This design comes from an exercise in tuning for small area, a short achievable clock period and few clock cycles on the open sky130 flow, not from production work.
The RTL was checked by simulation tests, not by an equivalence proof against the original design.

`run.sh`:
```
#!/bin/bash
# synth_recipe.tcl (not shown) runs the flow's synth.tcl, then flattens the netlist and writes it again
# the make line also repeats each setting of config.mk as NAME=value (left out here)
make -C /OpenROAD-flow-scripts/flow DESIGN_CONFIG=/design/flow/config.mk WORK_HOME=/design/flow/orfs CLKGATE_MAP_FILE= SYNTH_SCRIPT=/design/flow/synth_recipe.tcl finish
```
`config.mk`:
```
export PLATFORM = sky130hd
export DESIGN_NAME = MiniSRC
export DESIGN_NICKNAME = MiniSRC
export VERILOG_FILES = /design/flow/design.v
export SDC_FILE = /design/flow/constraint.sdc
export NUM_CORES = 4
export LEC_CHECK = 0
export ABC_AREA = 1
export CAP_MARGIN = 20
export CORE_MARGIN = 2
export CORE_UTILIZATION = 55
export SLEW_MARGIN = 20
```
`constraint.sdc`:
```
create_clock -name core_clock -period 36.0 [get_ports {clk}]
set_input_delay 7.2000 -clock core_clock [delete_from_list [all_inputs] [get_ports {clk}]]
set_output_delay 7.2000 -clock core_clock [all_outputs]
set_load 0.01 [all_outputs]
```
`design.v`:
```
module AddRC #(parameter W = 32) (input [W-1:0] a, b, input cin,
	output reg [W-1:0] s, output reg cout);
	reg c;
	integer i;
	always @(*) begin
		c = cin;
		for (i = 0; i < W; i = i + 1) begin
			s[i] = a[i] ^ b[i] ^ c;
			c = (a[i] & b[i]) | (c & (a[i] ^ b[i]));
		end
		cout = c;
	end
endmodule
module IncRC #(parameter W = 32) (input [W-1:0] a, input cin, output reg [W-1:0] s);
	reg c;
	integer i;
	always @(*) begin
		c = cin;
		for (i = 0; i < W; i = i + 1) begin
			s[i] = a[i] ^ c;
			c = a[i] & c;
		end
	end
endmodule
module AddSk #(parameter W = 32) (input [W-1:0] a, b, input cin,
	output reg [W-1:0] s, output reg cout);
	localparam L = (W <= 2) ? 1 : (W <= 4) ? 2 : (W <= 8) ? 3 : (W <= 16) ? 4 : (W <= 32) ? 5 : (W <= 64) ? 6 : 7;
	reg [W-1:0] G, P;
	integer l, i, j;
	always @(*) begin
		P = a ^ b;
		G = a & b;
		G[0] = G[0] | (P[0] & cin);
		for (l = 0; l < L; l = l + 1)
			for (i = 0; i < W; i = i + 1)
				if ((i >> l) & 1) begin
					j = ((i >> l) << l) - 1;
					G[i] = G[i] | (P[i] & G[j]);
					P[i] = P[i] & P[j];
				end
		s = (a ^ b) ^ {G[W-2:0], cin};
		cout = G[W-1];
	end
endmodule
module IncCL #(parameter W = 32) (input [W-1:0] a, input cin, output reg [W-1:0] s);
	reg c, cg;
	integer i;
	always @(*) begin
		cg = cin;
		for (i = 0; i < W; i = i + 1) begin
			if (i % 4 == 0) c = cg;
			s[i] = a[i] ^ c;
			c = a[i] & c;
			if (i % 4 == 3) cg = cg & (&a[i -: 4]);
		end
	end
endmodule
module MiniSRC (
input clr, clk,
input  [31:0] mem_rdata,
output [8:0]  mem_addr,
output [31:0] mem_wdata,
output        mem_we,
input  [31:0] in_port,
output [31:0] out_port,
output        out_we,
output run
);
	reg [31:0] pc;           
	reg [31:0] ir;           
	reg        irv;          
	reg        halted;
	reg        xo;           
	reg        memc;         
	reg        mwe;          
	reg [3:0]  mra;          
	reg [8:0]  mar;
	reg [31:0] mdr;
	reg [31:0] outr;
	reg [15:0] rv;           
	wire [4:0] op = ir[31:27];
	wire [3:0] ra = ir[26:23];
	wire [3:0] rb = ir[22:19];
	wire [3:0] rc = ir[18:15];
	wire [31:0] C = {{14{ir[17]}}, ir[17:0]};
	wire op_ld   = op == 5'b00000;
	wire op_ldi  = op == 5'b00001;
	wire op_st   = op == 5'b00010;
	wire op_add  = op == 5'b00011;
	wire op_sub  = op == 5'b00100;
	wire op_and  = op == 5'b00101;
	wire op_or   = op == 5'b00110;
	wire op_shr  = op == 5'b00111;
	wire op_shra = op == 5'b01000;
	wire op_shl  = op == 5'b01001;
	wire op_ror  = op == 5'b01010;
	wire op_rol  = op == 5'b01011;
	wire op_addi = op == 5'b01100;
	wire op_andi = op == 5'b01101;
	wire op_ori  = op == 5'b01110;
	wire op_mul  = op == 5'b01111;
	wire op_div  = op == 5'b10000;
	wire op_neg  = op == 5'b10001;
	wire op_not  = op == 5'b10010;
	wire op_br   = op == 5'b10011;
	wire op_jr   = op == 5'b10100;
	wire op_jal  = op == 5'b10101;
	wire op_in   = op == 5'b10110;
	wire op_out  = op == 5'b10111;
	wire op_mfhi = op == 5'b11000;
	wire op_mflo = op == 5'b11001;
	wire op_halt = op == 5'b11011;
	wire three_reg = op_add | op_sub | op_and | op_or | op_shr | op_shra |
	                 op_shl | op_ror | op_rol;
	wire use_c     = op_ld | op_ldi | op_st | op_addi | op_andi | op_ori | op_br;
	wire base_zero = (op_ld | op_ldi | op_st) && (rb == 4'd0);
	wire [3:0] ad2 = three_reg ? rc : ra;
	wire [31:0] r1, r2;
	wire        we;
	wire [3:0]  widx;
	wire [31:0] wdata;
	RegFile regfile(clk, we, widx, wdata, rv, rb, ad2, r1, r2);
	wire [31:0] a  = base_zero ? 32'b0 : r1;         
	wire [31:0] bo = use_c ? C : r2;
	wire [31:0] hi, neg_lo;
	wire busy;
	wire ex    = irv & ~memc & ~halted;
	wire hazard = op_mul | op_div | op_mfhi | op_mflo;
	wire go    = ex & ~(busy & hazard);
	wire sub_op = op_sub | op_neg;
	wire [31:0] add_x = op_br ? pc : op_neg ? 32'b0 : a;
	wire [31:0] add_y = op_neg ? a : bo;
	wire [31:0] sum;
	wire sum_co;
	AddSk #(32) alu_add(add_x, sub_op ? ~add_y : add_y, sub_op, sum, sum_co);
	wire [31:0] sh_v;
	Shifter shifter(a, r2, op_shl | op_rol, op_shra, op_ror | op_rol, sh_v);
	reg [31:0] xres;
	always @(*) begin
		case (op)
			5'b00101, 5'b01101: xres = a & bo;
			5'b00110, 5'b01110: xres = a | bo;
			5'b00111, 5'b01000, 5'b01001, 5'b01010, 5'b01011: xres = sh_v;
			5'b10010: xres = ~a;
			5'b10110: xres = in_port;
			5'b11000: xres = hi;
			5'b11001: xres = neg_lo;
			5'b10101: xres = pc;
			default:  xres = sum;
		endcase
	end
	wire wr_x = op_ldi | three_reg | op_addi | op_andi | op_ori | op_neg |
	            op_not | op_in | op_mfhi | op_mflo | op_jal;
	assign we    = (go & wr_x) | (memc & ~mwe);
	assign widx  = memc ? mra : (op_jal ? 4'd15 : ra);
	assign wdata = memc ? mem_rdata : xres;
	wire zero = (r2 == 32'b0);
	reg cond;
	always @(*) begin
		case (ir[20:19])
			2'b00: cond = zero;
			2'b01: cond = ~zero;
			2'b10: cond = ~r2[31];
			default: cond = r2[31];
		endcase
	end
	wire [31:0] btarget = sum;
	wire redirect = go & ((op_br & cond) | op_jr | op_jal);
	wire [31:0] rtarget = op_br ? btarget : (op_jal && ra == 4'd15) ? pc : r2;
	wire fetch = ~halted & ~memc & (~irv | go);
	wire [31:0] pc_inc;
	IncRC #(32) pc_add(pc, 1'b1, pc_inc);
	always @(posedge clk or posedge clr) begin
		if (clr) begin
			pc <= 32'b0; irv <= 1'b0; xo <= 1'b0; halted <= 1'b0; memc <= 1'b0; mwe <= 1'b0;
			outr <= 32'b0; rv <= 16'b0;
		end else begin
			memc <= 1'b0;
			mwe <= 1'b0;
			if (we) rv[widx] <= 1'b1;
			if (go) begin
				if (op_ld | op_st) begin
					memc <= 1'b1;
					mwe <= op_st;
				end
				if (op_out) outr <= r2;
				if (op_halt) halted <= 1'b1;
			end
			if (redirect) begin
				pc <= rtarget;
				irv <= 1'b0;
				xo <= 1'b0;
			end else if (fetch) begin
				pc <= pc_inc;
				irv <= 1'b1;
				xo <= mem_rdata[31:27] == 5'b10111;
			end
		end
	end
	always @(posedge clk) begin
		if (fetch) ir <= mem_rdata;
		if (go & (op_ld | op_st)) begin
			mar <= sum[8:0];
			mra <= ra;
			mdr <= (ra == 4'd0) ? 32'b0 : r2;
		end
	end
	assign mem_addr  = memc ? mar : pc[8:0];
	assign mem_wdata = mdr;
	assign mem_we    = mwe;
	assign out_port  = outr;
	assign out_we    = xo & ~memc & ~halted;
	assign run       = ~halted;
	MulDiv muldiv(clk, clr, go & op_mul, go & op_div, r2, r1, hi, neg_lo, busy);
endmodule
module Shifter(input [31:0] x, input [31:0] n, input left, arith, rotate,
	output [31:0] y);
	wire [4:0] amt = n[4:0];
	wire ge32 = |n[31:5];
	wire eq32 = (n[31:5] == 27'd1) && (amt == 5'd0);
	wire gt32 = ge32 & ~eq32;
	wire [4:0] ramt = left ? (5'd0 - amt) : amt;
	wire [31:0] s0 = ramt[0] ? {x[0], x[31:1]} : x;
	wire [31:0] s1 = ramt[1] ? {s0[1:0], s0[31:2]} : s0;
	wire [31:0] s2 = ramt[2] ? {s1[3:0], s1[31:4]} : s1;
	wire [31:0] s3 = ramt[3] ? {s2[7:0], s2[31:8]} : s2;
	wire [31:0] rot = ramt[4] ? {s3[15:0], s3[31:16]} : s3;
	wire [31:0] mr = 32'hFFFFFFFF >> amt;
	wire [31:0] ml = 32'hFFFFFFFF << amt;
	wire [31:0] mask = rotate ? 32'hFFFFFFFF : left ? ml : mr;
	wire [31:0] fill = {32{arith & x[31]}} & ~mr;
	wire zero = (rotate | arith) ? gt32 : ge32;
	assign y = zero ? 32'b0 : (arith & eq32) ? {32{x[31]}} : ((rot & mask) | fill);
endmodule
module RegFile(input clk, input we, input [3:0] widx, input [31:0] wdata,
	input [15:0] rv, input [3:0] ad1, ad2, output reg [31:0] r1, r2);
	reg [31:0] rf [0:15];
	always @(posedge clk) if (we) rf[widx] <= wdata;
	wire [15:0] s1 = (16'b1 << ad1) & rv;
	wire [15:0] s2 = (16'b1 << ad2) & rv;
	integer i;
	always @(*) begin
		r1 = 32'b0; r2 = 32'b0;
		for (i = 0; i < 16; i = i + 1) begin
			r1 = r1 | (rf[i] & {32{s1[i]}});
			r2 = r2 | (rf[i] & {32{s2[i]}});
		end
	end
endmodule
module MulDiv(input clk, clr, start_mul, start_div, input [31:0] dx, dy,
	output reg [31:0] hi, output [31:0] lo_rd, output busy);
	localparam DS = 2;                       
	localparam DCYC = (32 + DS - 1) / DS;    
	localparam EXT = DS * DCYC - 32;         
	reg [31+EXT:0] dqr;      
	wire [31:0] lo = dqr[31:0];
	reg [31:0] md;           
	reg        bprev;        
	reg        mdiv;         
	reg        dneg;         
	reg        negq;         
	reg [3:0]  cnt;
	reg        act;
	reg        dfirst;       
	assign busy = act;
	IncRC #(32) lo_neg(lo ^ {32{negq}}, negq, lo_rd);
	wire [31:0] dx_abs;
	IncCL #(32) dx_neg(dx ^ {32{dx[31] & start_div}}, dx[31] & start_div, dx_abs);
	wire [2:0] dg0 = {lo[1:0], bprev};
	wire [2:0] dg1 = lo[3:1];
	wire [33:0] pp0, pp1;
	wire n0, n1;
	Booth b0(md, dg0, pp0, n0);
	Booth b1(md, dg1, pp1, n1);
	wire [37:0] o1 = {{6{hi[31]}}, hi};
	wire [37:0] o2 = {{4{pp0[33]}}, pp0};
	wire [37:0] o3 = {{2{pp1[33]}}, pp1, n1, n1};    
	wire [37:0] cs_s = o1 ^ o2 ^ o3;
	wire [37:0] cs_c = (o1 & o2) | (o1 & o3) | (o2 & o3);
	wire [37:0] t2;
	wire c2;
	AddSk #(38) ma(cs_s, {cs_c[36:0], n0}, n1, t2, c2);
	wire [31:0] m_hi = t2[35:4];
	wire [31:0] m_lo = {t2[3:0], lo[31:4]};
	wire [31:0] dr [0:DS];
	wire [31+EXT:0] dq [0:DS];
	assign dr[0] = hi;
	assign dq[0] = dqr;
	genvar k;
	generate
		for (k = 0; k < DS; k = k + 1) begin : dstep
			wire qb;
			DivStep st(dr[k], dq[k][31+EXT], md, dneg, dr[k+1], qb);
			assign dq[k+1] = {dq[k][30+EXT:0], qb};
		end
	endgenerate
	wire [31:0] cmp_s;
	wire xge;                
	AddSk #(32) cmp(lo, dneg ? md : ~md, ~dneg, cmp_s, xge);
	wire yzero = md == 32'b0;
	wire dearly = dfirst & (yzero | ~xge);
	always @(posedge clk or posedge clr) begin
		if (clr) begin
			dfirst <= 1'b0;
			hi <= 32'b0; dqr <= 0; cnt <= 4'd0; act <= 1'b0; negq <= 1'b0;
			mdiv <= 1'b0; dneg <= 1'b0; bprev <= 1'b0;
		end else if (start_mul | start_div) begin
			hi <= 32'b0; dqr <= dx_abs; bprev <= 1'b0;
			dneg <= dy[31]; negq <= start_div & (dx[31] ^ dy[31]);
			mdiv <= start_div; act <= 1'b1; dfirst <= start_div;
			cnt <= start_div ? DCYC - 1 : 4'd7;
		end else if (dearly) begin
			dfirst <= 1'b0; act <= 1'b0; cnt <= 4'd0;
			hi <= lo; dqr <= {(32+EXT){yzero}};
		end else if (act) begin
			dfirst <= 1'b0;
			cnt <= cnt - 4'd1;
			if (cnt == 4'd0) act <= 1'b0;
			if (mdiv) begin
				hi <= dr[DS]; dqr <= dq[DS];
			end else begin
				hi <= m_hi; dqr[31:0] <= m_lo; bprev <= lo[3];
			end
		end
	end
	always @(posedge clk) begin
		if (start_mul | start_div) md <= dy;
	end
endmodule
module Booth(input [31:0] m, input [2:0] b, output [33:0] p, output n);
	wire one = b[1] ^ b[0];
	wire two = (b == 3'b011) | (b == 3'b100);
	assign n = b[2] & ~(b[1] & b[0]);
	wire [33:0] x = ({34{one}} & {{2{m[31]}}, m}) | ({34{two}} & {m[31], m, 1'b0});
	assign p = x ^ {34{n}};
endmodule
module DivStep(input [31:0] rem, input bin, input [31:0] d, input dneg,
	output [31:0] rem_o, output qb);
	wire [31:0] t = {rem[30:0], bin};
	wire [31:0] diff;
	wire co;
	AddSk #(32) sub(t, dneg ? d : ~d, ~dneg, diff, co);
	assign qb = co;
	assign rem_o = co ? diff : t;
endmodule
```
==> impl_metrics.json, run 1 <==
{
  "ctsHoldBuffers": 0,
  "cap_viol_max_count": 0,
  "numPortBuffers": 141,
  "dr.pass1.iters": 7,
  "die_h_um": 315,
  "finalWorstSetupSlack_ns": 26.07,
  "cp-end-kind": "flop",
  "cp_max_fo": 18,
  "rows": 113,
  "initial_core_util_pct": 55.7,
  "hold_ws_ns": 0.487,
  "synth_top_area_share_pct": 35.1,
  "grt_max_degree": 79,
  "area_growth_pct": 11.5,
  "cts_buffers": 87,
  "syn_area_um2": 53100,
  "final_cells": 7935,
  "pin_count": 142,
  "tns_ns": 0,
  "synth.most_common_cell": "nand2_1",
  "hold_viol": 0,
  "clock-sinks": 780,
  "syn_inst": 6544,
  "ys_types": 62,
  "synthArstFlopShare_pct": 20.4,
  "post_cts_buffers": 0,
  "yosys_warnings": 7,
  "layout-drive-gt1-share_pct": 6.89,
  "cp.arrival_ns": 10.20,
  "skew_ns": 0.0598,
  "avgViaCountPerCell": 6.78,
  "routabilityCongestion": 1.07,
  "cts.clk_slew.worst_paths_ns": 0.07,
  "drt_iter0_drc": 9439,
  "wirelength_um": 247000,
  "grt_antenna_before_repair": 13,
  "dp.cells": 7769,
  "fmax_ghz": 0.101,
  "clkLatencyLatePin_ns": 0.70,
  "final.fill_count": 8494,
  "layout.nets": 6968,
  "post-place-ws_ns": 26.12,
  "synth_common_cells": "1562 x nand2_1, 897 x nand3_1, 621 x edfxtp_1",
  "outcome": "complete, no violations",
  "critPathLaunchType": "flop",
  "die_area_um2": 99100,
  "synth_edf_count": 621,
  "grt_pass1_vias": 50000,
  "cpMaxStageDelayCell": "nor2_2",
  "avgSynthCellArea_um2": 8.12,
  "clock_tree.root_cell": "clkbuf_16",
  "dieWidth_um": 315,
  "grt_pass1_wl_um": 349000,
  "synthTopCellsByArea": "edfxtp_1 35%, nand2_1 11%, nand3_1 8.5%, dfrtp_1 7.5%, ha_1 6.0%",
  "rsz0062_at_grt": "false",
  "ant_nets": 0,
  "worstSetupPathType": "flop to flop",
  "regArea_um2": 22600,
  "synth-main-ff-cell": "edfxtp_1",
  "cts_resized": 0,
  "period_needed_ns": 9.93,
  "cts_max_level": 3,
  "cts_buffer_depth": 3,
  "cts_tree": "yes",
  "required_ns": 36.27,
  "holdCritPathClass": "flop to flop",
  "dp_hpwl_um": 168000,
  "overflow": 0,
  "tightestPinTransition_ns": 1.24,
  "slowest_delay_ns": 0.72,
  "min_delay_path_depth": 2,
  "seq_area_frac_synth_pct": 42.6,
  "r2r_cells": 39,
  "fin_crit_sh_pct": 27.6,
  "wl_per_cell_um": 31.1,
  "ys_ff_latch": 780,
  "finalMaxSlewViolations": 0,
  "relSlewSlack_pct": 17.5,
  "synth_top_area_cell": "edfxtp_1",
  "synth_fp_nets": 6919,
  "grtUsageTotal_pct": 49.1,
  "setup_viol": 0,
  "drc": 0,
  "core_area_um2": 95300,
  "cpMostUsedCell": "nand2_1",
  "multi_input_area_um2": 27400,
  "vias": 53800
}
[final timing paths]
| path | startpoint | to | slack, ns |
|---|---|---|---|
| max | ir[27]$_DFFE_PP_ | regfile.rf[4][21]$_DFFE_PP_ | 26.07 |
| min | outr[23]$_DFFE_PP0P_ | outr[23]$_DFFE_PP0P_ | 0.49 |
| max reg2reg | ir[27]$_DFFE_PP_ | regfile.rf[4][21]$_DFFE_PP_ | 26.07 |
| min reg2reg | outr[23]$_DFFE_PP0P_ | outr[23]$_DFFE_PP0P_ | 0.49 |
| max in group asynchronous | clr | memc$_DFF_PP0_ | 27.64 |
| min in group asynchronous | clr | muldiv.hi[25]$_DFFE_PP0P_ | 7.06 |
[registers in the layout (all words and copies together), names as in the netlist, 4 cells and up]
| register | cells |
|---|---|
| mdr | 32 |
| muldiv.md | 32 |
| outr | 32 |
| regfile.rf | 512 |
| rv | 16 |
| muldiv.hi | 32 |
| mar | 9 |
| pc | 32 |
| mra | 4 |
| ir | 32 |
| muldiv.cnt | 4 |
| muldiv.dqr | 32 |
[cell usage in the layout (no fill, tap or decap), drive strengths merged, types with 38 or more instances in the layout]
master         count
xnor2             63
nor3              44
dfrtp            159
clkbuf           114
o211ai            73
a221oi            51
nand3            898
fa                56
ha               253
xor2             176
a21oi            237
inv              537
edfxtp           621
o21ai            563
nand2           1567
a22o              44
buf              166
a211oi            38
clkdlybuf4s50    141
o22ai            105
nor2             467
nand4             40
[routing by layer]
layer	track usage, %	vias to the layer above	share of wire [%]
met5	0	-	0.024
met4	37.2	8	9.5
met3	17.8	1263	16
met2	69.4	4671	40
met1	61.3	25000	34
li1	-	22800	-
[stage by stage]
step | area (um2) | util (%)
finish | 59200 | 62.2
detailed placement | 56300 | 59.1
floorplan | 53100 | -
global route | 59200 | 62.1
CTS | 59200 | 62.1
global placement | 56300 | 59.1
[kinds of logic after synthesis]
logic type                 count (synthesis)  share of synthesized area [%]
muxes                                      3                         0.0589
buffers and inverters                    886                           6.49
and+or+nand+nor                         3078                           24.8
DFF                                      780                           42.6
xor gates and xnor gates                 239                           3.94
AOI/OAI and AO/OA                       1249                           14.0
adders and majority gates                309                           8.07
[final cells by class]
class                           count  share of cell area (%)
Inverter                          539                    3.43
Clock inverter                     44                   0.822
Sequential cell                   780                    38.2
Antenna cell                        8                  0.0338
Tap cell                         1265                    2.67
Timing Repair Buffer              307                    4.49
Multi-Input combinational cell   4878                    46.3
Clock buffer                      114                    4.04
[worst max-delay path, delay by kind of cell, from the launching register on]
family          cells  cell delay (ns)
flops               1             0.46
buf+inv             7             1.68
fa+ha+maj           1             0.29
simple gates       18             4.10
compound gates     12             2.71
xor+xnor            1             0.17
Testbench counts, summed over its fixed seeds: cycles 145,142.
==> run 2, diff against run 1 <==
--- a/design.v
+++ b/design.v
@@ -75,5 +75,4 @@
 	reg        mwe;          
 	reg [3:0]  mra;          
-	reg [8:0]  mar;
 	reg [31:0] mdr;
 	reg [31:0] outr;
@@ -171,29 +170,28 @@
 	wire [31:0] pc_inc;
 	IncRC #(32) pc_add(pc, 1'b1, pc_inc);
+	wire [31:0] pc_next  = redirect ? rtarget : fetch ? pc_inc : pc;
+	wire        xo_next  = redirect ? 1'b0 : fetch ? (mem_rdata[31:27] == 5'b10111) : xo;
+	wire        memc_next = go & (op_ld | op_st);
+	wire        halt_next = halted | (go & op_halt);
+	reg  [8:0]  maddr;
+	reg         owe;
+	reg         running;
 	always @(posedge clk or posedge clr) begin
 		if (clr) begin
 			pc <= 32'b0; irv <= 1'b0; xo <= 1'b0; halted <= 1'b0; memc <= 1'b0; mwe <= 1'b0;
-			outr <= 32'b0; rv <= 16'b0;
+			outr <= 32'b0; rv <= 16'b0; maddr <= 9'b0; owe <= 1'b0; running <= 1'b1;
 		end else begin
-			memc <= 1'b0;
-			mwe <= 1'b0;
+			memc <= memc_next;
+			mwe <= go & op_st;
+			halted <= halt_next;
+			running <= ~halt_next;
+			owe <= xo_next & ~memc_next & ~halt_next;
+			xo <= xo_next;
+			pc <= pc_next;
+			maddr <= memc_next ? sum[8:0] : pc_next[8:0];
 			if (we) rv[widx] <= 1'b1;
-			if (go) begin
-				if (op_ld | op_st) begin
-					memc <= 1'b1;
-					mwe <= op_st;
-				end
-				if (op_out) outr <= r2;
-				if (op_halt) halted <= 1'b1;
-			end
-			if (redirect) begin
-				pc <= rtarget;
-				irv <= 1'b0;
-				xo <= 1'b0;
-			end else if (fetch) begin
-				pc <= pc_inc;
-				irv <= 1'b1;
-				xo <= mem_rdata[31:27] == 5'b10111;
-			end
+			if (go & op_out) outr <= r2;
+			if (redirect) irv <= 1'b0;
+			else if (fetch) irv <= 1'b1;
 		end
 	end
@@ -201,15 +199,14 @@
 		if (fetch) ir <= mem_rdata;
 		if (go & (op_ld | op_st)) begin
-			mar <= sum[8:0];
 			mra <= ra;
 			mdr <= (ra == 4'd0) ? 32'b0 : r2;
 		end
 	end
-	assign mem_addr  = memc ? mar : pc[8:0];
+	assign mem_addr  = maddr;
 	assign mem_wdata = mdr;
 	assign mem_we    = mwe;
 	assign out_port  = outr;
-	assign out_we    = xo & ~memc & ~halted;
-	assign run       = ~halted;
+	assign out_we    = owe;
+	assign run       = running;
 	MulDiv muldiv(clk, clr, go & op_mul, go & op_div, r2, r1, hi, neg_lo, busy);
 endmodule
@@ -300,4 +297,5 @@
 	wire yzero = md == 32'b0;
 	wire dearly = dfirst & (yzero | ~xge);
+	wire mskip = ~mdiv & (cnt >= 4'd3) & ((&{lo[15:0], bprev}) | ~(|{lo[15:0], bprev}));
 	always @(posedge clk or posedge clr) begin
 		if (clr) begin
@@ -313,4 +311,8 @@
 			dfirst <= 1'b0; act <= 1'b0; cnt <= 4'd0;
 			hi <= lo; dqr <= {(32+EXT){yzero}};
+		end else if (act & mskip) begin
+			cnt <= cnt - 4'd4;
+			if (cnt == 4'd3) act <= 1'b0;
+			hi <= {{16{hi[31]}}, hi[31:16]}; dqr[31:0] <= {hi[15:0], lo[31:16]};
 		end else if (act) begin
 			dfirst <= 1'b0;
==> flow/run.sh (new file) <==
#!/bin/bash
# The standard layout (standard.sh: ORFS from synthesis to finish, with
# the standard synthesis unchanged), with one difference: the timing repair
# passes that ORFS runs after floorplan, CTS and global routing aim at
# SETUP_SLACK_MARGIN ns of slack beyond the constraint, so they size and
# buffer every path slower than 36 - 27.5 = 8.5 ns. The SDC (clock period,
# I/O delays, loads) is the standard flow's, unchanged.
set -euo pipefail
cd "$(dirname "$0")/.."
bash standard.sh SETUP_SLACK_MARGIN=27.5 finish > orfs_make.log 2>&1
==> standard.sh (new file) <==
#!/bin/bash
# synth_recipe.tcl (not shown) runs the flow's synth.tcl, then flattens the netlist and writes it again
# the make line also repeats each setting of config.mk as NAME=value (left out here)
make -C /OpenROAD-flow-scripts/flow DESIGN_CONFIG=/design/flow/config.mk WORK_HOME=/design/flow/orfs CLKGATE_MAP_FILE= SYNTH_SCRIPT=/design/flow/synth_recipe.tcl "${@:-finish}"
--- a/config.mk
+++ b/config.mk
@@ -9,4 +9,4 @@
 export CAP_MARGIN = 20
 export CORE_MARGIN = 2
-export CORE_UTILIZATION = 55
+export CORE_UTILIZATION = 45
 export SLEW_MARGIN = 20
removed: run.sh
==> run 2 against run 1 <==
Still clean on timing, DRC and antenna. First-iteration DRC count decreased by 1.1%. Sequential cell count increased by 2. Die area increased by 25%. Worst setup slack improved by 1.2 ns. Critical path depth decreased by 30. Critical path type is now primary input to flop.
==> impl_metrics.json, run 2 <==
{
  "synth_compound_area_share_pct": 12.0,
  "finalMaxSlewViolations": 0,
  "holdCritPathClass": "flop to flop",
  "largest_reg_flops": 512,
  "cts_buffer_depth": 3,
  "final.fill_count": 11700,
  "cap_viol_max_count": 0,
  "cp-end-kind": "flop",
  "yosys.area_share.simple_pct": 27.8,
  "synthMuxAreaShare_pct": 0.0574,
  "ant_nets": 0,
  "cp.arrival_ns": 9.21,
  "fmax_ghz": 0.114,
  "dpl-instance-area_um2": 58200,
  "ys_ff_latch": 782,
  "synth_top_area_share_pct": 33.7,
  "synthTopCellsByArea": "edfxtp_1 34%, nand2_1 12%, nand3_1 8.9%, dfrtp_1 7.8%, ha_1 5.9%",
  "grt_pass1_vias": 51600,
  "worst-path-buf-inv": 1,
  "hold_viol": 0,
  "outcome": "complete, no violations",
  "die_area_um2": 124000,
  "dr.pass1.iters": 8,
  "required_ns": 36.46,
  "cts.clk_slew.worst_paths_ns": 0.06,
  "critPathLaunchType": "primary input",
  "vias": 56600,
  "ys_types": 59,
  "synth_common_cells": "1733 x nand2_1, 974 x nand3_1, 612 x edfxtp_1",
  "overflow": 0,
  "synth.most_common_cell": "nand2_1",
  "cp_max_fo": 16,
  "post-place-ws_ns": 25.92,
  "grt_pass1_wl_um": 390000,
  "grt_antenna_before_repair": 18,
  "final_cells": 8770,
  "synthArstFlopShare_pct": 21.7,
  "fin_area_um2": 62200,
  "tns_ns": 0,
  "wl_per_cell_um": 32.6,
  "synth_top_family_by_area": "simple AND/OR/NAND/NOR gates",
  "grt_max_degree": 141,
  "slowest_delay_ns": 0.41,
  "layout.nets": 7451,
  "worstSetupPathType": "primary input to flop",
  "cts_max_level": 3,
  "synth_fa_ha_area_share_pct": 7.94,
  "multi_input_area_um2": 29500,
  "clkLatencyLatePin_ns": 0.77,
  "rsz0062_at_grt": "true",
  "largest-register": "regfile.rf",
  "synth-main-ff-cell": "edfxtp_1",
  "routabilityCongestion": 1.05,
  "rows": 127,
  "ctsHoldBuffers": 0,
  "syn_area_um2": 54500,
  "dieWidth_um": 352,
  "avgSynthCellArea_um2": 7.80,
  "initial_core_util_pct": 45.4,
  "core_area_um2": 120000,
  "hold_ws_ns": 0.479,
  "cts_tree": "yes",
  "clock-sinks": 782,
  "seq_area_frac_synth_pct": 41.5,
  "cp_cell_sequence": "clkdlybuf4s50_1 > nand2_1 > o21ai_0 > a221oi_2 > nand3_1 > a311oi_2 > nand2_1 > nand3_1 > nand2_4",
  "pin_count": 142,
  "synth_fp_nets": 7360,
  "numPortBuffers": 141,
  "fin_crit_sh_pct": 24.3,
  "synth_edf_count": 612,
  "drt_iter0_drc": 9333,
  "grtUsageTotal_pct": 44.2,
  "avgViaCountPerCell": 6.45,
  "mostFrequentLayoutCells": "1687 x nand2_1, 965 x nand3_1, 612 x edfxtp_1, 587 x inv_1, 555 x nor2_1",
  "area_growth_pct": 14.1,
  "critPathTopFamily": "compound AO/OA/AOI/OAI gates",
  "layout-drive-gt1-share_pct": 9.10,
  "drc": 0,
  "final_common_cell": "nand2_1",
  "skew_ns": 0.0715,
  "yosys_warnings": 7,
  "cpMaxStageDelayCell": "clkdlybuf4s50_1",
  "period_needed_ns": 8.74,
  "synth-xor-area-share_pct": 3.73,
  "finalWorstSetupSlack_ns": 27.26,
  "synth_top_area_cell": "edfxtp_1",
  "syn_inst": 6982,
  "clock_tree.root_cell": "clkbuf_16",
  "cts_buffers": 90,
  "wirelength_um": 285000,
  "tightestPinTransition_ns": 1.28,
  "regArea_um2": 22600,
  "die_h_um": 352,
  "setup_viol": 0,
  "dp_hpwl_um": 193000,
  "relSlewSlack_pct": 14.0,
  "dp.cells": 8562
}
-- run 2: cell types whose count changed in the layout (fill, tap and decap cells not counted), sizes merged, moves of 29 or more --
cell	change
inv	+63
buf	+111
clkdlybuf4s50	-87
a21oi	+41
a22o	-29
nand2	+181
o22ai	+51
nor2	+154
o21ai	-77
o211ai	-36
nand3	+76
-- run 2: path summary, 6_finish.rpt --
check                               startpoint                           end  slack, ns  depth (start not counted)
hold reg to reg            outr[5]$_DFFE_PP0P_           outr[5]$_DFFE_PP0P_       0.48                          2
setup / recovery                   in_port[27]  regfile.rf[12][27]$_DFFE_PP_      27.26                          9
max in group asynchronous                  clr             running$_DFF_PP1_      27.85                          3
hold / removal             outr[5]$_DFFE_PP0P_           outr[5]$_DFFE_PP0P_       0.48                          2
min in group asynchronous                  clr      muldiv.hi[4]$_DFFE_PP0P_       7.20                          2
setup reg to reg              ir[31]$_DFFE_PP_    regfile.rf[0][5]$_DFFE_PP_      27.85                         26
-- run 2: layout make-up --
cell class | count | share of cell area, %
multi-input combinational | 5244 | 47.4
timing repair buffer | 343 | 4.32
tap | 1612 | 3.24
sequential | 782 | 36.4
clock inverter | 62 | 1.17
antenna | 7 | 0.0282
clock buffer | 108 | 3.76
timing repair inverter | 1 | 0.00805
inverter | 611 | 3.71
-- run 2: cell families after synthesis --
group / after synthesis
DFF: 782
muxes: 3
AOI/OAI and AO/OA: 1140
and+or+nand+nor: 3549
adders and majority gates: 312
buffers and inverters: 964
xor gates and xnor gates: 232
-- run 2: layer usage --
metal,track usage [%],wire length (um),share of wire [%]
met5,0,89,0.031
met4,28.5,23900,8.4
met3,16.3,42500,15
met2,61.4,114000,40
met1,57.6,105000,37
-- run 2: per-stage QoR --
| stage | utilization, % |
|---|---|
| floorplan | - |
| global placement | 48.5 |
| detailed placement | 48.5 |
| CTS | 51.3 |
| global route | 51.8 |
| finish | 51.8 |
-- run 2: worst min-delay path, cell delays in order, from the launching register on --
cell	delay [ns]
dfrtp_1	0.34
nand2_1	0.05
o21ai_0	0.06
-- run 2: timing repair --
item                                    4_1_cts  5_1_grt
gates cloned                                  4        6
endpoints found under the setup margin      588      567
pin swaps                                    21       31
buffers inserted                              5       14
resized for setup                           438       75
Testbench counts of run 2, summed over its fixed seeds: cycles 140,964.
==> run 3, diff against run 2 <==
--- a/design.v
+++ b/design.v
@@ -113,12 +113,14 @@
 	                 op_shl | op_ror | op_rol;
 	wire use_c     = op_ld | op_ldi | op_st | op_addi | op_andi | op_ori | op_br;
-	wire base_zero = (op_ld | op_ldi | op_st) && (rb == 4'd0);
-	wire [3:0] ad2 = three_reg ? rc : ra;
+	wire baout     = op_ld | op_ldi | op_st;    
+	wire [3:0] ad2 = three_reg ? rc : op_neg ? rb : ra;
 	wire [31:0] r1, r2;
 	wire        we;
 	wire [3:0]  widx;
 	wire [31:0] wdata;
-	RegFile regfile(clk, we, widx, wdata, rv, rb, ad2, r1, r2);
-	wire [31:0] a  = base_zero ? 32'b0 : r1;         
+	wire [15:0] rv1 = rv & {{15{~op_neg}}, ~op_neg & ~baout};
+	wire [15:0] rv2 = rv & {15'h7FFF, ~op_st};
+	RegFile regfile(clk, we, widx, wdata, rv1, rv2, rb, ad2, r1, r2);
+	wire [31:0] a  = r1;
 	wire [31:0] bo = use_c ? C : r2;
 	wire [31:0] hi, neg_lo;
@@ -128,6 +130,6 @@
 	wire go    = ex & ~(busy & hazard);
 	wire sub_op = op_sub | op_neg;
-	wire [31:0] add_x = op_br ? pc : op_neg ? 32'b0 : a;
-	wire [31:0] add_y = op_neg ? a : bo;
+	wire [31:0] add_x = op_br ? pc : a;
+	wire [31:0] add_y = bo;
 	wire [31:0] sum;
 	wire sum_co;
@@ -200,5 +202,5 @@
 		if (go & (op_ld | op_st)) begin
 			mra <= ra;
-			mdr <= (ra == 4'd0) ? 32'b0 : r2;
+			mdr <= r2;
 		end
 	end
@@ -231,9 +233,9 @@
 endmodule
 module RegFile(input clk, input we, input [3:0] widx, input [31:0] wdata,
-	input [15:0] rv, input [3:0] ad1, ad2, output reg [31:0] r1, r2);
+	input [15:0] rv1, rv2, input [3:0] ad1, ad2, output reg [31:0] r1, r2);
 	reg [31:0] rf [0:15];
 	always @(posedge clk) if (we) rf[widx] <= wdata;
-	wire [15:0] s1 = (16'b1 << ad1) & rv;
-	wire [15:0] s2 = (16'b1 << ad2) & rv;
+	wire [15:0] s1 = (16'b1 << ad1) & rv1;
+	wire [15:0] s2 = (16'b1 << ad2) & rv2;
 	integer i;
 	always @(*) begin
==> run 3 against run 2 <==
Routed wire length fell by 8.3%. Die area decreased by 1.4%. Non-clock buffer count decreased by 34. Synthesized area shrank 1.4%. Highest routed layer unchanged.
==> impl_metrics.json, run 3 <==
{
  "outcome": "complete, no violations",
  "wl_per_cell_um": 31.4,
  "grt_pass1_vias": 51200,
  "finalMaxSlewViolations": 0,
  "skew_ns": 0.0500,
  "avgViaCountPerCell": 6.50,
  "synth.most_common_cell": "nand2_1",
  "grtUsageTotal_pct": 41.9,
  "worst-path-buf-inv": 1,
  "overflow": 0,
  "largest_reg_flops": 512,
  "cts_buffers": 89,
  "clkLatencyLatePin_ns": 0.72,
  "synthArstFlopShare_pct": 21.7,
  "die_h_um": 350,
  "multi_input_area_um2": 28600,
  "finalWorstSetupSlack_ns": 27.38,
  "synth_top_area_cell": "edfxtp_1",
  "area_growth_pct": 13.8,
  "routabilityCongestion": 1.06,
  "critPathTopFamily": "flip-flops",
  "cp-end-kind": "output port",
  "dr.pass1.iters": 9,
  "holdCritPathClass": "flop to flop",
  "layout-drive-gt1-share_pct": 10.1,
  "seq_area_frac_synth_pct": 42.1,
  "cpMaxStageDelayCell": "edfxtp_1",
  "yosys_warnings": 7,
  "grt_antenna_before_repair": 7,
  "cp_max_fo": 1,
  "fin_crit_sh_pct": 23.9,
  "post-place-ws_ns": 26.14,
  "ys_types": 68,
  "final.fill_count": 11200,
  "relSlewSlack_pct": 16.1,
  "syn_inst": 6642,
  "required_ns": 28.80,
  "mostFrequentLayoutCells": "1331 x nand2_1, 840 x nand3_1, 656 x inv_1, 612 x edfxtp_1, 480 x nor2_1",
  "dp_hpwl_um": 174000,
  "synth_edf_count": 612,
  "syn_area_um2": 53700,
  "cts_buffer_depth": 3,
  "synth_top_area_share_pct": 34.2,
  "cap_viol_max_count": 0,
  "wirelength_um": 262000,
  "rsz0062_at_grt": "true",
  "ctsHoldBuffers": 0,
  "vias": 54200,
  "synth_common_cells": "1389 x nand2_1, 860 x nand3_1, 664 x inv_1",
  "layout.nets": 7099,
  "avgSynthCellArea_um2": 8.09,
  "drc": 0,
  "regArea_um2": 22600,
  "synth-main-ff-cell": "edfxtp_1",
  "slowest_delay_ns": 0.50,
  "dieWidth_um": 350,
  "clock_tree.root_cell": "clkbuf_16",
  "die_area_um2": 122000,
  "cts_max_level": 3,
  "hold_viol": 0,
  "period_needed_ns": 8.62,
  "final_common_cell": "nand2_1",
  "use_met3_pct": 12.5,
  "grt_pass1_wl_um": 366000,
  "rows": 126,
  "cp.arrival_ns": 1.42,
  "tightestPinTransition_ns": 1.26,
  "largest-register": "regfile.rf",
  "numPortBuffers": 141,
  "critPathLaunchType": "flop",
  "synth_fp_nets": 7020,
  "worstSetupPathType": "flop to output port",
  "setup_viol": 0,
  "use_met1_pct": 50.5,
  "drt_iter0_drc": 8876,
  "cp_cell_sequence": "buf_2",
  "ys_ff_latch": 782,
  "core_area_um2": 118000,
  "fin_area_um2": 61200,
  "grt_max_degree": 83,
  "grtUsageMet2_pct": 61.9,
  "cts_tree": "yes",
  "dpl-instance-area_um2": 57200,
  "busiest_layer": "met2",
  "clock-sinks": 782,
  "fmax_ghz": 0.116,
  "ant_nets": 0,
  "cts.clk_slew.worst_paths_ns": 0.06,
  "tns_ns": 0,
  "initial_core_util_pct": 45.5,
  "synthTopCellsByArea": "edfxtp_1 34%, nand2_1 9.7%, nand3_1 8.0%, dfrtp_1 7.9%, ha_1 6.0%",
  "pin_count": 142
}
-- run 3: cell types whose count changed after synthesis, moves of 18 or more --
cell | previous run | this run
o21ai_0 | 466 | 496
a21oi_1 | 277 | 233
a211oi_1 | 16 | 39
a32o_1 | 0 | 20
nand2_1 | 1733 | 1389
xor2_1 | 170 | 213
nor2_2 | 14 | 32
nor3b_1 | 21 | 1
nand3_1 | 974 | 860
o21ai_1 | 18 | 38
nor2_1 | 607 | 528
nor3_1 | 51 | 30
inv_1 | 595 | 664
a221oi_1 | 29 | 56
-- run 3: final cells by class --
class | count | area share (%)
inverter | 692 | 4.28
multi-input combinational | 4847 | 46.8
antenna | 1 | 0.00409
clock buffer | 125 | 4.15
sequential | 782 | 37.0
clock inverter | 42 | 0.734
timing repair buffer | 309 | 3.94
tap | 1536 | 3.14
-- run 3: worst paths after layout --
kind	start	to	slack (ns)	depth (start not counted)
min reg2reg	outr[23]$_DFFE_PP0P_	outr[23]$_DFFE_PP0P_	0.48	2
min	outr[23]$_DFFE_PP0P_	outr[23]$_DFFE_PP0P_	0.48	2
max	mdr[5]$_DFFE_PP_	mem_wdata[5]	27.38	1
max in group asynchronous	clr	memc$_DFF_PP0_	27.70	4
min in group asynchronous	clr	outr[23]$_DFFE_PP0P_	6.85	2
max reg2reg	ir[28]$_DFFE_PP_	regfile.rf[7][31]$_DFFE_PP_	27.49	30
-- run 3: cells by family after synthesis --
| family | synth area share, % |
|---|---|
| mux | 0.0372 |
| compound gates | 14.0 |
| xor+xnor | 4.24 |
| buf+inv | 7.43 |
| flops | 42.1 |
| simple gates | 24.1 |
| fa+ha+maj | 8.05 |
-- run 3: timing repair --
| item | in CTS | in global routing |
|---|---|---|
| resized for setup | 475 | 109 |
| endpoints found under the setup margin | 712 | 587 |
| pin swaps | 48 | 52 |
| buffers inserted | 11 | 5 |
| cloned | 10 | 5 |
-- run 3: metrics by stage --
stage,hold slack (ns),utilization (%),instances
after floorplan,0.440,-,6642
after global placement,0.464,48.4,8135
after detailed placement,0.472,48.4,8135
after CTS,0.483,51.3,8323
after global routing,0.504,51.7,8333
final,0.479,51.7,8334
-- run 3: routing by layer --
metal / vias to the layer above / routed length (um)
met4: 10 / 26400
met2: 4460 / 109000
met3: 1299 / 36500
met5: - / 59
met1: 25300 / 89900
li1: 23100 / -
Testbench counts of run 3, summed over its fixed seeds: cycles 140,964.
==> run 4, diff against run 3 <==
--- a/design.v
+++ b/design.v
@@ -144,5 +144,4 @@
 			5'b00111, 5'b01000, 5'b01001, 5'b01010, 5'b01011: xres = sh_v;
 			5'b10010: xres = ~a;
-			5'b10110: xres = in_port;
 			5'b11000: xres = hi;
 			5'b11001: xres = neg_lo;
@@ -155,5 +154,5 @@
 	assign we    = (go & wr_x) | (memc & ~mwe);
 	assign widx  = memc ? mra : (op_jal ? 4'd15 : ra);
-	assign wdata = memc ? mem_rdata : xres;
+	assign wdata = memc ? mem_rdata : op_in ? in_port : xres;
 	wire zero = (r2 == 32'b0);
 	reg cond;
@@ -178,14 +177,12 @@
 	reg  [8:0]  maddr;
 	reg         owe;
-	reg         running;
 	always @(posedge clk or posedge clr) begin
 		if (clr) begin
 			pc <= 32'b0; irv <= 1'b0; xo <= 1'b0; halted <= 1'b0; memc <= 1'b0; mwe <= 1'b0;
-			outr <= 32'b0; rv <= 16'b0; maddr <= 9'b0; owe <= 1'b0; running <= 1'b1;
+			outr <= 32'b0; rv <= 16'b0; maddr <= 9'b0; owe <= 1'b0;
 		end else begin
 			memc <= memc_next;
 			mwe <= go & op_st;
 			halted <= halt_next;
-			running <= ~halt_next;
 			owe <= xo_next & ~memc_next & ~halt_next;
 			xo <= xo_next;
@@ -210,5 +207,5 @@
 	assign out_port  = outr;
 	assign out_we    = owe;
-	assign run       = running;
+	assign run       = ~halted;
 	MulDiv muldiv(clk, clr, go & op_mul, go & op_div, r2, r1, hi, neg_lo, busy);
 endmodule
==> run 4 against run 3 <==
Still clean. Synthesized cell count is 0.68% higher. Sequential cell count is 1 lower. Critical path depth stayed put. Final area is 2.4% lower. Count of clock-buffer cells in the layout is 16 lower. Synthesized area is 0.76% lower. Non-clock buffer count is 7 lower. First-iteration DRC count is 2.7% lower. Routed wire length is 3.3% lower. Largest cell class unchanged.
==> impl_metrics.json, run 4 <==
{
  "rows": 126,
  "pin_count": 142,
  "worstSetupPathType": "flop to output port",
  "finalWorstSetupSlack_ns": 27.41,
  "grt_antenna_before_repair": 17,
  "largest-register": "regfile.rf",
  "required_ns": 28.80,
  "dr.pass1.iters": 8,
  "overflow": 0,
  "period_needed_ns": 8.59,
  "routabilityCongestion": 1.03,
  "wirelength_um": 253000,
  "fmax_ghz": 0.116,
  "cts_buffers": 90,
  "die_area_um2": 121000,
  "worst-path-buf-inv": 1,
  "seq_area_frac_synth_pct": 42.4,
  "initial_core_util_pct": 45.3,
  "critPathTopFamily": "flip-flops",
  "cp-end-kind": "output port",
  "final_common_cell": "nand2_1",
  "vias": 52400,
  "synth_top_area_cell": "edfxtp_1",
  "yosys_warnings": 7,
  "ctsHoldBuffers": 0,
  "cpMaxStageDelayCell": "dfrtp_2",
  "largest_reg_flops": 512,
  "clkLatencyLatePin_ns": 0.73,
  "syn_inst": 6687,
  "drc": 0,
  "synth-main-ff-cell": "edfxtp_1",
  "avgViaCountPerCell": 6.23,
  "hold_viol": 0,
  "cp.arrival_ns": 1.39,
  "tightestPinTransition_ns": 1.18,
  "busiest_layer": "met2",
  "ant_nets": 0,
  "fin_crit_sh_pct": 23.9,
  "post-place-ws_ns": 26.71,
  "synth_fp_nets": 7065,
  "cp_cell_sequence": "buf_6",
  "fin_area_um2": 59700,
  "syn_area_um2": 53300,
  "dp.cells": 8225,
  "cap_viol_max_count": 0,
  "cts.clk_slew.worst_paths_ns": 0.06,
  "use_met1_pct": 53.4,
  "finalMaxSlewViolations": 0,
  "layout-drive-gt1-share_pct": 8.39,
  "numPortBuffers": 141,
  "grtUsageMet2_pct": 59.6,
  "holdCritPathClass": "flop to flop",
  "setup_viol": 0,
  "tns_ns": 0,
  "synthArstFlopShare_pct": 21.6,
  "grt_max_degree": 78,
  "cts_buffer_depth": 3,
  "cts_tree": "yes",
  "wl_per_cell_um": 30.1,
  "core_area_um2": 118000,
  "skew_ns": 0.0802,
  "critPathLaunchType": "flop",
  "synth_common_cells": "2006 x nand2_1, 612 x edfxtp_1, 580 x inv_1",
  "ys_ff_latch": 781,
  "dpl-instance-area_um2": 56900,
  "slowest_delay_ns": 0.51,
  "synthTopCellsByArea": "edfxtp_1 34%, nand2_1 14%, dfrtp_1 7.9%, ha_1 6.0%, nand3_1 4.6%",
  "mostFrequentLayoutCells": "1995 x nand2_1, 612 x edfxtp_1, 576 x inv_1, 489 x nand3_1, 448 x nor2_1",
  "layout.nets": 7168,
  "rsz0062_at_grt": "true",
  "avgSynthCellArea_um2": 7.98,
  "dp_hpwl_um": 174000,
  "cts_max_level": 3,
  "synth_top_area_share_pct": 34.5,
  "final_cells": 8413,
  "dieWidth_um": 348,
  "grt_pass1_vias": 48300,
  "cp_max_fo": 1,
  "use_met3_pct": 12.5,
  "finish.utilization_pct": 50.7,
  "relSlewSlack_pct": 21.2,
  "die_h_um": 348,
  "area_growth_pct": 11.9,
  "synth_edf_count": 612,
  "clock-sinks": 781,
  "ys_types": 67,
  "outcome": "complete, no violations",
  "grtUsageTotal_pct": 40.8,
  "drt_iter0_drc": 8634,
  "synth.most_common_cell": "nand2_1",
  "clock_tree.root_cell": "clkbuf_16",
  "grt_pass1_wl_um": 354000
}
[run 4: path summary, 6_finish.rpt]
check | startpoint | to | slack [ns] | cells past startpoint
max in group asynchronous | clr | pc[29]$_DFFE_PP0P_ | 27.76 | 3
max reg2reg | muldiv.negq$_DFFE_PP0N_ | regfile.rf[14][31]$_DFFE_PP_ | 27.77 | 38
min in group asynchronous | clr | muldiv.hi[26]$_DFFE_PP0P_ | 7.13 | 2
min | outr[16]$_DFFE_PP0P_ | outr[16]$_DFFE_PP0P_ | 0.48 | 2
min reg2reg | outr[16]$_DFFE_PP0P_ | outr[16]$_DFFE_PP0P_ | 0.48 | 2
max | owe$_DFF_PP0_ | out_we | 27.41 | 1
[run 4: final cells by class]
| cell class | instances | area (um2) |
|---|---|---|
| sequential | 781 | 22600 |
| antenna | 12 | 30.0 |
| clock inverter | 58 | 581 |
| timing repair buffer | 302 | 2360 |
| multi-input combinational | 4993 | 27500 |
| timing repair inverter | 1 | 7.51 |
| fill | 11400 | 58100 |
| clock buffer | 109 | 2340 |
| inverter | 621 | 2340 |
| tap | 1536 | 1920 |
[run 4: routing by layer]
layer | vias to the layer above | routed length (um)
met2 | 3967 | 105000
met1 | 24700 | 95800
met4 | 16 | 17600
li1 | 22900 | -
met5 | - | 119
met3 | 841 | 34600
[run 4: timing repair]
item / 4_1_cts / 5_1_grt
resized for setup: 312 / 23
pin swaps: 0 / 3
cloned: 2 / 0
buffers inserted: 4 / 3
endpoints found under the setup margin: 373 / 346
hold endpoints to repair: 0 / 0
[run 4: kinds of logic (layout without fill, tap and decap cells)]
logic type | Yosys count | count (layout) | synth area share (%)
mux | 4 | 4 | 0.0774
simple gates | 3307 | 3307 | 26.1
xor+xnor | 269 | 269 | 4.42
compound gates | 1101 | 1101 | 12.2
flops | 781 | 781 | 42.4
buf+inv | 913 | 1091 | 6.75
fa+ha+maj | 312 | 312 | 8.11
other cells | 0 | 12 | 0
[run 4: stage by stage]
| stage | hold slack (ns) |
|---|---|
| after CTS | 0.483 |
| after detailed placement | 0.472 |
| after global routing | 0.508 |
| final | 0.477 |
| after floorplan | 0.434 |
| after global placement | 0.465 |
Testbench counts of run 4, summed over its fixed seeds: cycles 140,964.
==> run 5, diff against run 4 <==
--- a/design.v
+++ b/design.v
@@ -56,4 +56,22 @@
 	end
 endmodule
+module CarryOut #(parameter W = 32) (input [W-1:0] a, b, input cin, output cout);
+	localparam L = (W <= 2) ? 1 : (W <= 4) ? 2 : (W <= 8) ? 3 : (W <= 16) ? 4 : (W <= 32) ? 5 : (W <= 64) ? 6 : 7;
+	reg [W-1:0] G, P;
+	integer l, i, j;
+	always @(*) begin
+		P = a | b;
+		G = a & b;
+		G[0] = G[0] | (P[0] & cin);
+		for (l = 0; l < L; l = l + 1)
+			for (i = 0; i < W; i = i + 1)
+				if ((i >> l) & 1) begin
+					j = ((i >> l) << l) - 1;
+					G[i] = G[i] | (P[i] & G[j]);
+					P[i] = P[i] & P[j];
+				end
+	end
+	assign cout = G[W-1];
+endmodule
 module MiniSRC (
 input clr, clk,
@@ -291,7 +309,6 @@
 		end
 	endgenerate
-	wire [31:0] cmp_s;
 	wire xge;                
-	AddSk #(32) cmp(lo, dneg ? md : ~md, ~dneg, cmp_s, xge);
+	CarryOut #(32) cmp(lo, dneg ? md : ~md, ~dneg, xge);
 	wire yzero = md == 32'b0;
 	wire dearly = dfirst & (yzero | ~xge);
==> flow/run.sh (replaced) <==
#!/bin/bash
# The standard layout (standard.sh: ORFS from synthesis to finish), with
# two differences:
#  - synthesis runs flow/synth.tcl: synth_recipe.tcl with a different ABC
#    mapping of the logic (see that file); registers are mapped before ABC,
#    as in the standard synthesis, so they are the same cells, same names;
#  - the timing repair passes that ORFS runs after floorplan, CTS and global
#    routing aim at SETUP_SLACK_MARGIN ns of slack beyond the constraint, so
#    they size and buffer every path slower than 36 - 27.5 = 8.5 ns.
# The SDC (clock period, I/O delays, loads) is the standard flow's, unchanged.
set -euo pipefail
cd "$(dirname "$0")/.."
bash standard.sh SYNTH_SCRIPT="$PWD/flow/synth.tcl" SETUP_SLACK_MARGIN=27.5 finish > orfs_make.log 2>&1
==> flow/abc_adders.script (new file) <==
# ABC script for the adder modules: ORFS abc_area.script without its
# buffering and sizing steps
strash
dch
map -B 0.9
topo
stime -c
==> flow/synth.tcl (new file) <==
# synth_recipe.tcl (the standard synthesis script), except for the
# technology mapping of the logic (registers are mapped before ABC, which
# maps only the logic between them, so they are the same cells with the
# same names as in the standard synthesis):
#  - the adder modules (AddSk) are kept apart until the end and mapped with
#    flow/abc_adders.script, which keeps their carry-lookahead structure;
#  - the rest is mapped with Yosys's default ABC script, which gives
#    smaller logic than ORFS's area script.
# The design is flattened at the end, as in synth_recipe.tcl.
set flow_dir [file dirname [file normalize [info script]]]
proc synth {args} {
  yosys setattr -mod -set keep_hierarchy 1 {$paramod\\AddSk*}
  yosys synth -nofsm -noshare {*}$args
}
proc abc {args} {
  global flow_dir
  set out {}
  for {set i 0} {$i < [llength $args]} {incr i} {
    set a [lindex $args $i]
    if {$a eq "-script"} { incr i; continue }
    lappend out $a
  }
  yosys abc -script $flow_dir/abc_adders.script {*}$out {$paramod\\AddSk*}
  yosys abc {*}$out MiniSRC
}
source $::env(SCRIPTS_DIR)/synth.tcl
# left out here: clear keep_hierarchy, flatten, clean up, hide names made inside functions, write 1_2_yosys.v
--- a/config.mk
+++ b/config.mk
@@ -9,4 +9,4 @@
 export CAP_MARGIN = 20
 export CORE_MARGIN = 2
-export CORE_UTILIZATION = 45
+export CORE_UTILIZATION = 50
 export SLEW_MARGIN = 20
==> run 5 against run 4 <==
Still clean. Routed wire length down 8.2%. Sequential cell count unchanged. Synthesized area fell by 3.3%. Largest cell class unchanged.
==> impl_metrics.json, run 5 <==
{
  "synth_fp_nets": 5796,
  "wl_per_cell_um": 33.5,
  "rows": 117,
  "outcome": "complete, no violations",
  "r2r_start": "ir[29]$_DFFE_PP_",
  "worstHoldStart": "outr[11]$_DFFE_PP0P_",
  "cap_viol_max_count": 0,
  "pin_count": 142,
  "wirelength_um": 233000,
  "skew_ns": 0.0431,
  "layout-drive-gt1-share_pct": 12.3,
  "cts_tree": "yes",
  "drc": 0,
  "hold_viol": 0,
  "cp_cell_sequence": "buf_6",
  "regArea_um2": 22600,
  "dp_hpwl_um": 154000,
  "yosys_warnings": 8,
  "numPortBuffers": 141,
  "largest_reg_flops": 512,
  "slowest_delay_ns": 0.56,
  "ant_nets": 0,
  "multi_input_area_um2": 27000,
  "die_h_um": 325,
  "clock-sinks": 781,
  "post-place-ws_ns": 25.77,
  "fmax_ghz": 0.116,
  "area_growth_pct": 13.2,
  "grt_pass1_wl_um": 327000,
  "drt_iter0_drc": 8714,
  "initial_core_util_pct": 50.5,
  "cts_buffers": 86,
  "core_area_um2": 102000,
  "layout.nets": 5843,
  "setup_viol": 0,
  "syn_area_um2": 51600,
  "overflow": 0,
  "r2r_cells": 25,
  "clkLatencyLatePin_ns": 0.70,
  "dieWidth_um": 325,
  "worst-path-buf-inv": 1,
  "grtUsageTotal_pct": 42.8,
  "avgSynthCellArea_um2": 9.47,
  "final_common_cell": "nand2_1",
  "cp_max_fo": 1,
  "grt_pass1_vias": 45200,
  "tns_ns": 0,
  "fin_crit_sh_pct": 24.0,
  "critical_path.startpoint": "mdr[22]$_DFFE_PP_",
  "tightestPinTransition_ns": 1.23,
  "rsz0062_at_grt": "true",
  "worstSetupPathType": "flop to output port",
  "cts.clk_slew.worst_paths_ns": 0.06,
  "finalMaxSlewViolations": 0,
  "required_ns": 28.80,
  "cp-end-kind": "output port",
  "min_delay_path_depth": 2,
  "final.fill_count": 9041,
  "cpMaxStageDelayCell": "edfxtp_1",
  "critPathTopFamily": "flip-flops",
  "die_area_um2": 106000,
  "period_needed_ns": 8.64,
  "relSlewSlack_pct": 18.0,
  "dr.pass1.iters": 12,
  "finalWorstSetupSlack_ns": 27.36,
  "cts_max_level": 3,
  "mostFrequentLayoutCells": "734 x nand2_1, 612 x edfxtp_1, 392 x a21oi_1, 386 x nor2_1, 261 x a22oi_1",
  "vias": 48400,
  "cp.depth": 1,
  "routabilityCongestion": 1.03,
  "cp.arrival_ns": 1.44,
  "holdCritPathClass": "flop to flop",
  "syn_inst": 5444,
  "grt_max_degree": 97,
  "critPathLaunchType": "flop",
  "avgViaCountPerCell": 6.98,
  "r2r_slack_ns": 27.60,
  "clock_tree.root_cell": "clkbuf_16",
  "grt_antenna_before_repair": 11,
  "largest-register": "regfile.rf",
  "cts_buffer_depth": 3
}
==> run 5: area by class of cell <==
class                   instances  share of cell area [%]
diodes                          8                  0.0343
flip-flops and latches        781                    38.8
repair buffers                337                    4.74
clock buffers                 116                    4.08
well taps                    1368                    2.93
multi-input cells            3938                    46.3
inverters                     347                    2.24
clock inverters                44                   0.847
==> run 5: path summary, 6_finish.rpt <==
path | to
worst max-delay path | mem_wdata[22]
worst min register to register | outr[11]$_DFFE_PP0P_
min in group asynchronous | outr[26]$_DFFE_PP0P_
worst min-delay path | outr[11]$_DFFE_PP0P_
max in group asynchronous | muldiv.negq$_DFFE_PP0N_
worst max register to register | regfile.rf[0][19]$_DFFE_PP_
==> run 5: metrics by stage <==
stage	instances	cell area, um2	util, %	hold slack [ns]
2_1_floorplan	5444	51600	-	0.441
3_3_place_gp	6748	55200	54.1	0.459
3_5_place_dp	6749	55200	54.1	0.469
4_1_cts	6921	58000	56.9	0.478
5_1_grt	6932	58300	57.2	0.499
6_report	6939	58300	57.2	0.473
==> run 5: layer usage <==
layer  GRT usage (%)  share of wire (%)  vias to the layer above
li1                -                  -                    20500
met1            53.6                 36                    23200
met2            63.8                 43                     3850
met3            12.6                 14                      938
met4            28.9                7.9                       10
met5           0.679              0.065                        -
==> run 5: timing repair <==
| item | in CTS | in global routing |
|---|---|---|
| hold buffers | 0 | 0 |
| cloned | 2 | 1 |
| setup endpoints to repair | 703 | 368 |
| pin swaps | 3 | 4 |
| buffers inserted | 10 | 9 |
| gates resized for setup | 358 | 44 |
Testbench counts of run 5, summed over its fixed seeds: cycles 140,964.
==> run 6, diff against run 5 <==
--- a/config.mk
+++ b/config.mk
@@ -9,4 +9,4 @@
 export CAP_MARGIN = 20
 export CORE_MARGIN = 2
-export CORE_UTILIZATION = 50
+export CORE_UTILIZATION = 60
 export SLEW_MARGIN = 20
==> run 6 against run 5 <==
First-iteration DRC count rose by 16%. Synthesized cell count unchanged. Fmax up 1.1%. Die area fell by 16%. Non-clock buffer count rose by 11. Sequential cell count did not move. Final area down 0.41%. Register-to-register slack got worse by 0.06 ns. Routed wire length down 3.9%. Critical path depth did not move.
==> impl_metrics.json, run 6 <==
{
  "grt_pass1_wl_um": 317000,
  "required_ns": 28.80,
  "largest_reg_flops": 512,
  "setup_viol": 0,
  "clock_tree.root_cell": "clkbuf_16",
  "area_growth_pct": 12.7,
  "clock-sinks": 781,
  "cts.clk_slew.worst_paths_ns": 0.06,
  "cp_max_fo": 1,
  "wirelength_um": 224000,
  "cp.arrival_ns": 1.34,
  "syn_area_um2": 51600,
  "critPathLaunchType": "flop",
  "vias": 49500,
  "use_met3_pct": 19.3,
  "wl_per_cell_um": 33.3,
  "cts_max_level": 3,
  "r2r_slack_ns": 27.54,
  "fin_crit_sh_pct": 23.7,
  "cp-end-kind": "output port",
  "layout.nets": 5851,
  "cpMaxStageDelayCell": "edfxtp_1",
  "r2r_cells": 20,
  "largest-register": "regfile.rf",
  "grtUsageMet2_pct": 71.0,
  "initial_core_util_pct": 60.5,
  "fmax_ghz": 0.117,
  "syn_inst": 5444,
  "layout-drive-gt1-share_pct": 12.2,
  "dpl-instance-area_um2": 54800,
  "routabilityCongestion": 1.07,
  "worstSetupEndpoint": "mem_wdata[1]",
  "slowest_delay_ns": 0.48,
  "drt_iter0_drc": 10100,
  "grtUsageTotal_pct": 49.1,
  "critPathTopFamily": "flip-flops",
  "pin_count": 142,
  "cp.depth": 1,
  "worst-path-buf-inv": 1,
  "busiest_layer": "met2",
  "mostFrequentLayoutCells": "734 x nand2_1, 612 x edfxtp_1, 393 x a21oi_1, 388 x nor2_1, 261 x a22oi_1",
  "tightestPinTransition_ns": 1.24,
  "rsz0062_at_grt": "true",
  "outcome": "complete, no violations",
  "worstSetupPathType": "flop to output port",
  "period_needed_ns": 8.54,
  "rows": 107,
  "relSlewSlack_pct": 17.4,
  "holdCritPathClass": "flop to flop",
  "synth_fp_nets": 5796,
  "dp_hpwl_um": 148000,
  "use_met1_pct": 59.9,
  "grt_pass1_vias": 46000,
  "cts_buffer_depth": 3,
  "final.fill_count": 6766,
  "die_h_um": 297,
  "grt_max_degree": 97,
  "numPortBuffers": 141,
  "final_common_cell": "nand2_1",
  "cp_cell_sequence": "buf_2",
  "ctsHoldBuffers": 0,
  "critical_path.startpoint": "mdr[1]$_DFFE_PP_",
  "overflow": 0,
  "cts_buffers": 83,
  "finalMaxSlewViolations": 0,
  "hold_viol": 0,
  "cap_viol_max_count": 0,
  "avgViaCountPerCell": 7.36,
  "core_area_um2": 85100,
  "min_delay_path_depth": 2,
  "yosys_warnings": 8,
  "regArea_um2": 22600,
  "multi_input_area_um2": 27100,
  "ant_nets": 0,
  "r2r_end": "regfile.rf[9][11]$_DFFE_PP_",
  "fin_area_um2": 58100,
  "dr.pass1.iters": 11,
  "avgSynthCellArea_um2": 9.47,
  "dieWidth_um": 297,
  "grt_antenna_before_repair": 12,
  "die_area_um2": 88300,
  "r2r_start": "ir[27]$_DFFE_PP_",
  "drc": 0,
  "tns_ns": 0,
  "clkLatencyLatePin_ns": 0.69,
  "cts_tree": "yes",
  "skew_ns": 0.0281
}
==> run 6: what timing repair did <==
action / in CTS / in global routing
gates cloned: 0 / 4
setup endpoints to repair: 715 / 585
buffers inserted: 6 / 29
resized for setup: 253 / 97
pin swaps: 3 / 7
==> run 6: routing by layer <==
metal  vias to the layer above  wire length (um)
li1                      20500                 -
met1                     23200             74300
met2                      4474             92900
met3                      1268             35800
met4                         6             20500
met5                         -               129
==> run 6: through the flow <==
| step | worst slack (ns) | cells | hold slack (ns) | utilization [%] |
|---|---|---|---|---|
| 2_1_floorplan | 26.65 | 5444 | 0.441 | - |
| 3_3_place_gp | 25.96 | 6516 | 0.464 | 64.3 |
| 3_5_place_dp | 25.85 | 6518 | 0.471 | 64.4 |
| 4_1_cts | 27.48 | 6675 | 0.484 | 67.7 |
| 5_1_grt | 27.45 | 6711 | 0.504 | 68.2 |
| 6_report | 27.46 | 6718 | 0.478 | 68.2 |
==> run 6: how the worst min path moves through the flow <==
| stage | start | endpoint | slack [ns] |
|---|---|---|---|
| 3_5_place_dp | outr[13]$_DFFE_PP0P_ | outr[13]$_DFFE_PP0P_ | 0.47 |
| 5_1_grt | outr[24]$_DFFE_PP0P_ | outr[24]$_DFFE_PP0P_ | 0.50 |
| 3_3_place_gp | outr[11]$_DFFE_PP0P_ | outr[11]$_DFFE_PP0P_ | 0.46 |
| 6_report | outr[24]$_DFFE_PP0P_ | outr[24]$_DFFE_PP0P_ | 0.48 |
| 2_1_floorplan | rv[10]$_DFFE_PP0P_ | rv[10]$_DFFE_PP0P_ | 0.44 |
| 4_1_cts | outr[24]$_DFFE_PP0P_ | outr[24]$_DFFE_PP0P_ | 0.48 |
==> run 6: worst register-to-register path, stage by stage, from the launching register on <==
cell and delay, ns:
edfxtp_1 0.52, or4bb_4 0.69, nand2_2 0.25, or3_4 0.29, mux2i_4 0.45, buf_4 0.20, nor4_4 0.04, buf_6 0.27
a222oi_1 0.45, nand2_1 0.10, a2111o_1 0.68, or4_4 0.69, nor3_1 0.45, nand3_1 0.13, nor2_1 0.13, buf_4 0.31
a211o_1 0.60, buf_4 0.42, a21oi_1 0.18, nor3_1 0.94, o31ai_4 0.34
==> run 6: layout make-up <==
| type | count | area share, % |
|---|---|---|
| clock inverter | 45 | 0.803 |
| inverter | 347 | 2.25 |
| timing repair buffer | 348 | 4.97 |
| clock buffer | 106 | 3.86 |
| antenna | 9 | 0.0388 |
| multi-input combinational | 3938 | 46.7 |
| tap | 1144 | 2.46 |
| sequential | 781 | 39.0 |

afterwards: timing with drivers on the ports:
In the flow no input, the clock included, has a driving cell. The finished layouts below were timed again as built, in two steps. Step 1 assumes that a clkbuf_16 drives the clock port and a buf_2 every other input. Step 2 times the ports against the registers' clock, not the clock port: input delays grow and output delays shrink by t, the midpoint of the rising clock arrivals with the driver on. a / b / c = ideal ports / drivers / drivers and shift; a / b = the first two.
run | t, ns | setup slack, ns | worst setup path at the end | latest minus earliest clock arrival (ns)
run 1 | 0.746 | 26.065 / 26.065 / 25.991 | input to register | 0.060 / 0.060
run 2 | 0.819 | 27.256 / 27.318 / 26.499 | input to register | 0.072 / 0.073
run 3 | 0.773 | 27.381 / 27.305 / 26.708 | input to register | 0.050 / 0.050
run 4 | 0.760 | 27.413 / 27.340 / 26.842 | input to register | 0.080 / 0.081
run 5 | 0.758 | 27.362 / 27.283 / 26.857 | input to register | 0.043 / 0.044
run 6 | 0.750 | 27.459 / 27.387 / 26.792 | input to register | 0.028 / 0.028
After both steps setup and hold are still met in every run listed. The setup slack of run 2, which loses most, moves by +0.062 ns with the drivers and by -0.757 ns with both steps.
